From an optimization exercise on the open Yosys and OpenROAD flow, aimed at small area; shortcuts taken in it are not production practice. At most, simulation tests tie the RTL to the original design; equivalence was not proved.

## xenon
Design sqrt, start of the top module:
module sqrt
#(
    parameter integer D_W = 32
)
(
    input  wire                clk,
    input  wire                rst,
    input  wire                enable,
    input  wire                in_valid,
    input  wire [D_W-1:0]      qin,
    output wire                out_valid,
    output wire [(D_W>>1)-1:0] qout
);
reg [4:0] v;
always @(posedge clk) begin
    if (rst) v <= 5'd0;
    else if (enable) v <= {v[3:0], in_valid};
end
assign out_valid = v[4];
wire [1:0] a0 = qin[31:30];
wire [1:0] t0 = a0 - 2'd1;
wire ge0 = a0 != 2'd0;
wire [0:0] q1 = ge0;
wire [1:0] r1 = ge0 ? t0[1:0] : a0[1:0];
wire [3:0] a1 = {r1, qin[29:28]};
wire [4:0] t1 = {1'b0, a1} - {2'b00, q1, 2'b01};
wire ge1 = ~t1[4];
wire [1:0] q2 = {q1, ge1};
wire [2:0] r2 = ge1 ? t1[2:0] : a1[2:0];
wire [4:0] a2 = {r2, qin[27:26]};
wire [5:0] t2 = {1'b0, a2} - {2'b00, q2, 2'b01};
wire ge2 = ~t2[5];
wire [2:0] q3 = {q2, ge2};
wire [3:0] r3 = ge2 ? t2[3:0] : a2[3:0];
wire [5:0] a3 = {r3, qin[25:24]};
wire [6:0] t3 = {1'b0, a3} - {2'b00, q3, 2'b01};
wire ge3 = ~t3[6];
wire [3:0] q4 = {q3, ge3};
wire [4:0] r4 = ge3 ? t3[4:0] : a3[4:0];
reg [3:0] q_s0;
reg [4:0] r_s0;
reg [23:0] x_s0;
always @(posedge clk) begin
    if (enable) begin
  ...
Size in the first run: roughly 53 I/O pins, ~13000 sq um of cells after synthesis.
Settings: LEC_CHECK=0, CAP_MARGIN=20, CORE_MARGIN=2, CORE_UTILIZATION=40, CTS_BUF_LIST=sky130_fd_sc_hd__clkbuf_8, SLEW_MARGIN=20; clock period 5.0 ns.
run.sh (not shown) runs the stock make flow with config.mk's settings and CLKGATE_MAP_FILE= SYNTH_SCRIPT=/design/flow/synth_recipe.tcl, a recipe that flattens the netlist after the stock synthesis.
xenon ran to completion and came out clean on the timing, DRC and antenna checks.
Inputs modified between xenon and fjord:
-- flow/config.mk --
<<< xenon, line 10
export CORE_UTILIZATION = 40
export CTS_BUF_LIST = sky130_fd_sc_hd__clkbuf_8
export SLEW_MARGIN = 20
>>> fjord, line 10
export CORE_UTILIZATION = 40
export SLEW_MARGIN = 20
## What came out
Going from xenon to fjord, synthesis-to-finish area growth higher, number of antenna violations at the first check in global routing roughly the same, hold slack roughly the same, vias after detailed routing roughly the same.
Delay of the slowest cell on the worst path: fjord vs xenon — no meaningful difference
Cmp fjord vs xenon: setup slack lower in fjord
Run comparison: xenon slowest stage cell on the critical path sky130_fd_sc_hd__edfxtp_1; fjord slowest stage cell on the critical path sky130_fd_sc_hd__fa_1
Function was not checked in any run of this note: the RTL went through the layout flow alone.

---

sqrt, a different RTL version from the one above (not shown whole).
Size: roughly 170 flip-flops, about 53 I/O pins.
==> flow/design.v (excerpt) <==
module sqrt
#(
    parameter integer D_W = 32
)
(
    input  wire                clk,
    input  wire                rst,
    input  wire                enable,
    input  wire                in_valid,
    input  wire [D_W-1:0]      qin,
    output wire                out_valid,
    output wire [(D_W>>1)-1:0] qout
);
==> flow/config.mk <==
export PLATFORM = sky130hd
export DESIGN_NAME = sqrt
export DESIGN_NICKNAME = sqrt
export VERILOG_FILES = /design/flow/design.v
export SDC_FILE = /design/flow/constraint.sdc
export NUM_CORES = 4
export LEC_CHECK = 0
export CAP_MARGIN = 20
export CORE_MARGIN = 2
export CORE_UTILIZATION = 40
export CTS_BUF_LIST = sky130_fd_sc_hd__clkbuf_8
export GPL_TIMING_DRIVEN = 0
export SLEW_MARGIN = 20
==> flow/constraint.sdc <==
create_clock -name core_clock -period 5.0 [get_ports {clk}]
set_input_delay 1.0000 -clock core_clock [delete_from_list [all_inputs] [get_ports {clk}]]
set_output_delay 1.0000 -clock core_clock [all_outputs]
set_load 0.01 [all_outputs]
standard.sh (not shown) runs the stock make flow with config.mk's settings and CLKGATE_MAP_FILE= SYNTH_SCRIPT=/design/flow/synth_recipe.tcl, a recipe that flattens the netlist after the stock synthesis.
==> flow/flow/run.sh <==
#!/bin/bash
# Own layout flow: the standard ORFS flow with two changes.
#  1. Synthesis is synth_recipe.tcl (the standard synthesis) except that its
#     ABC pass uses flow/area.abc, an area-oriented mapping script (&nf, then dch +
#     map -a, then ABC's usual timing-driven buffering and sizing), instead of
#     ORFS's abc_speed.script.  Registers are not touched by ABC.
#  2. The port buffers are the smallest buffer cell (buf_1).
# Every tool's output goes to run.log here; ORFS's per-step logs stay under
# orfs/logs/.
set -euo pipefail
cd "$(dirname "$0")/.."
work=$(pwd)
cat > my_synth.tcl <<EOT
proc abc {args} {
  set i [lsearch -exact \$args -script]
  if {\$i >= 0} { lset args [expr {\$i + 1}] $work/flow/area.abc }
  yosys abc {*}\$args
}
source $work/synth_recipe.tcl
EOT
bash standard.sh SYNTH_SCRIPT=$work/my_synth.tcl \
  BUFFER_PORTS_ARGS="-buffer_cell sky130_fd_sc_hd__buf_1" finish > run.log 2>&1
==> flow/flow/area.abc <==
strash
&get -n
&st
&dch
&nf -p
&put
strash
dch
map -a
topo
stime -c
buffer -c
upsize -c
dnsize -c
The starting point completed, yet does not pass: negative setup slack.
Then changed:
--- a/flow/flow/run.sh
+++ b/flow/flow/run.sh
@@ -2,5 +2,5 @@
 # Own layout flow: the standard ORFS flow with two changes.
 #  1. Synthesis is synth_recipe.tcl (the standard synthesis) except that its
-#     ABC pass uses flow/area.abc, an area-oriented mapping script (&nf, then dch +
+#     ABC pass uses flow/area.abc, an area-oriented mapping script (dch +
 #     map -a, then ABC's usual timing-driven buffering and sizing), instead of
 #     ORFS's abc_speed.script.  Registers are not touched by ABC.
==> flow/flow/area.abc (replaced) <==
strash
dch
map -a
topo
stime -c
buffer -c
upsize -c
dnsize -c
After rerunning: With this change the flow went through all stages and came out clean. Sequential share of layout area is higher by 0.19 points. Wire length is lower by 2.4%. Cell count hardly moves. Worst setup slack gets better by 380 ps. Final area is lower by 0.50%. Clock-buffer cell count stays the same. Via count barely changes. Global-route usage is higher by 0.24 points.
Then changed:
==> flow/run.sh (new file) <==
#!/bin/bash
# synth_recipe.tcl (not shown) runs the flow's synth.tcl, then flattens the netlist and writes it again
# the make line also repeats each setting of config.mk as NAME=value (left out here)
make -C /OpenROAD-flow-scripts/flow DESIGN_CONFIG=/design/flow/config.mk WORK_HOME=/design/flow/orfs CLKGATE_MAP_FILE= SYNTH_SCRIPT=/design/flow/synth_recipe.tcl finish
Settings changed: CTS_BUF_LIST sky130_fd_sc_hd__clkbuf_8 to unset.
removed: flow/flow/run.sh
removed: flow/flow/area.abc
removed: flow/standard.sh
Effect: This time the run finished with negative setup slack left. Wire length increases by about 27%. Clock skew decreases by 3.9 ps. Critical path depth decreases by 3. Final cell count increases by 2.9%. Synthesized cell count increases by about 0.7%. Synthesized area increases by 6.2%.
Then changed:
Settings changed: GPL_TIMING_DRIVEN 0 to unset.
The changed run finished but failed the layout checks on negative setup slack.
Die area stays the same.
Cell count goes up by a few percent.
Cell area goes up by a few percent.
Then changed:
==> flow/flow/run.sh (new file) <==
#!/bin/bash
# Own layout flow: the standard ORFS flow with two changes.
#  1. Synthesis is synth_recipe.tcl (the standard synthesis) except that its
#     ABC pass uses flow/area.abc, an area-oriented mapping script (dch +
#     map -a, then ABC's usual timing-driven buffering and sizing), instead of
#     ORFS's abc_speed.script.  Registers are not touched by ABC.
#  2. The port buffers are the smallest buffer cell (buf_1).
# Every tool's output goes to run.log here; ORFS's per-step logs stay under
# orfs/logs/.
set -euo pipefail
cd "$(dirname "$0")/.."
work=$(pwd)
cat > my_synth.tcl <<EOT
proc abc {args} {
  set i [lsearch -exact \$args -script]
  if {\$i >= 0} { lset args [expr {\$i + 1}] $work/flow/area.abc }
  yosys abc {*}\$args
}
source $work/synth_recipe.tcl
EOT
bash standard.sh SYNTH_SCRIPT=$work/my_synth.tcl \
  BUFFER_PORTS_ARGS="-buffer_cell sky130_fd_sc_hd__buf_1" finish > run.log 2>&1
==> flow/flow/area.abc (new file) <==
strash
dch
map -a
topo
stime -c
buffer -c
upsize -c
dnsize -c
==> flow/standard.sh (new file) <==
#!/bin/bash
# synth_recipe.tcl (not shown) runs the flow's synth.tcl, then flattens the netlist and writes it again
# the make line also repeats each setting of config.mk as NAME=value (left out here)
make -C /OpenROAD-flow-scripts/flow DESIGN_CONFIG=/design/flow/config.mk WORK_HOME=/design/flow/orfs CLKGATE_MAP_FILE= SYNTH_SCRIPT=/design/flow/synth_recipe.tcl "${@:-finish}"
Settings changed: CTS_BUF_LIST set to sky130_fd_sc_hd__clkbuf_8.
removed: flow/run.sh
- This time the run completed with no timing, DRC or antenna violations
- global-route usage went down by 2.7 points
- flip-flop and latch count stays the same
- clock skew hardly moves
- clock-buffer cell count is unchanged

## separate check: timing with driven ports
The flow's constraints put no driver on any port. The routed layouts listed below were extracted and timed again, unchanged, in two steps. Step 1 assumes that a clkbuf_16 drives the clock port and a buf_2 every other input. Step 2 moves the port delays by t, midway between the first and last clock arrival at a register: inputs arrive t later, outputs are due t later. That takes back most of the time a late clock gives input paths. a / b / c = no drivers / after step 1 / after step 2; a / b = the first two.
| run | t (ns) | setup slack, ns | pins driven straight from the clock port |
|---|---|---|---|
| xenon | 0.530 | 0.125 / 0.125 / 0.125 | 1 |
| fjord | 0.490 | 0.114 / 0.114 / 0.114 | 1 |
| the first run of note 2 | 0.504 | -0.142 / -0.142 / -0.142 | 1 |
| the second run of note 2 | 0.502 | 0.239 / 0.239 / 0.239 | 1 |
| the third run of note 2 | 0.480 | -0.673 / -0.673 / -0.673 | 1 |
| the fourth run of note 2 | 0.479 | -0.198 / -0.198 / -0.198 | 1 |
| the fifth run of note 2 | 0.509 | 0.261 / 0.261 / 0.261 | 1 |
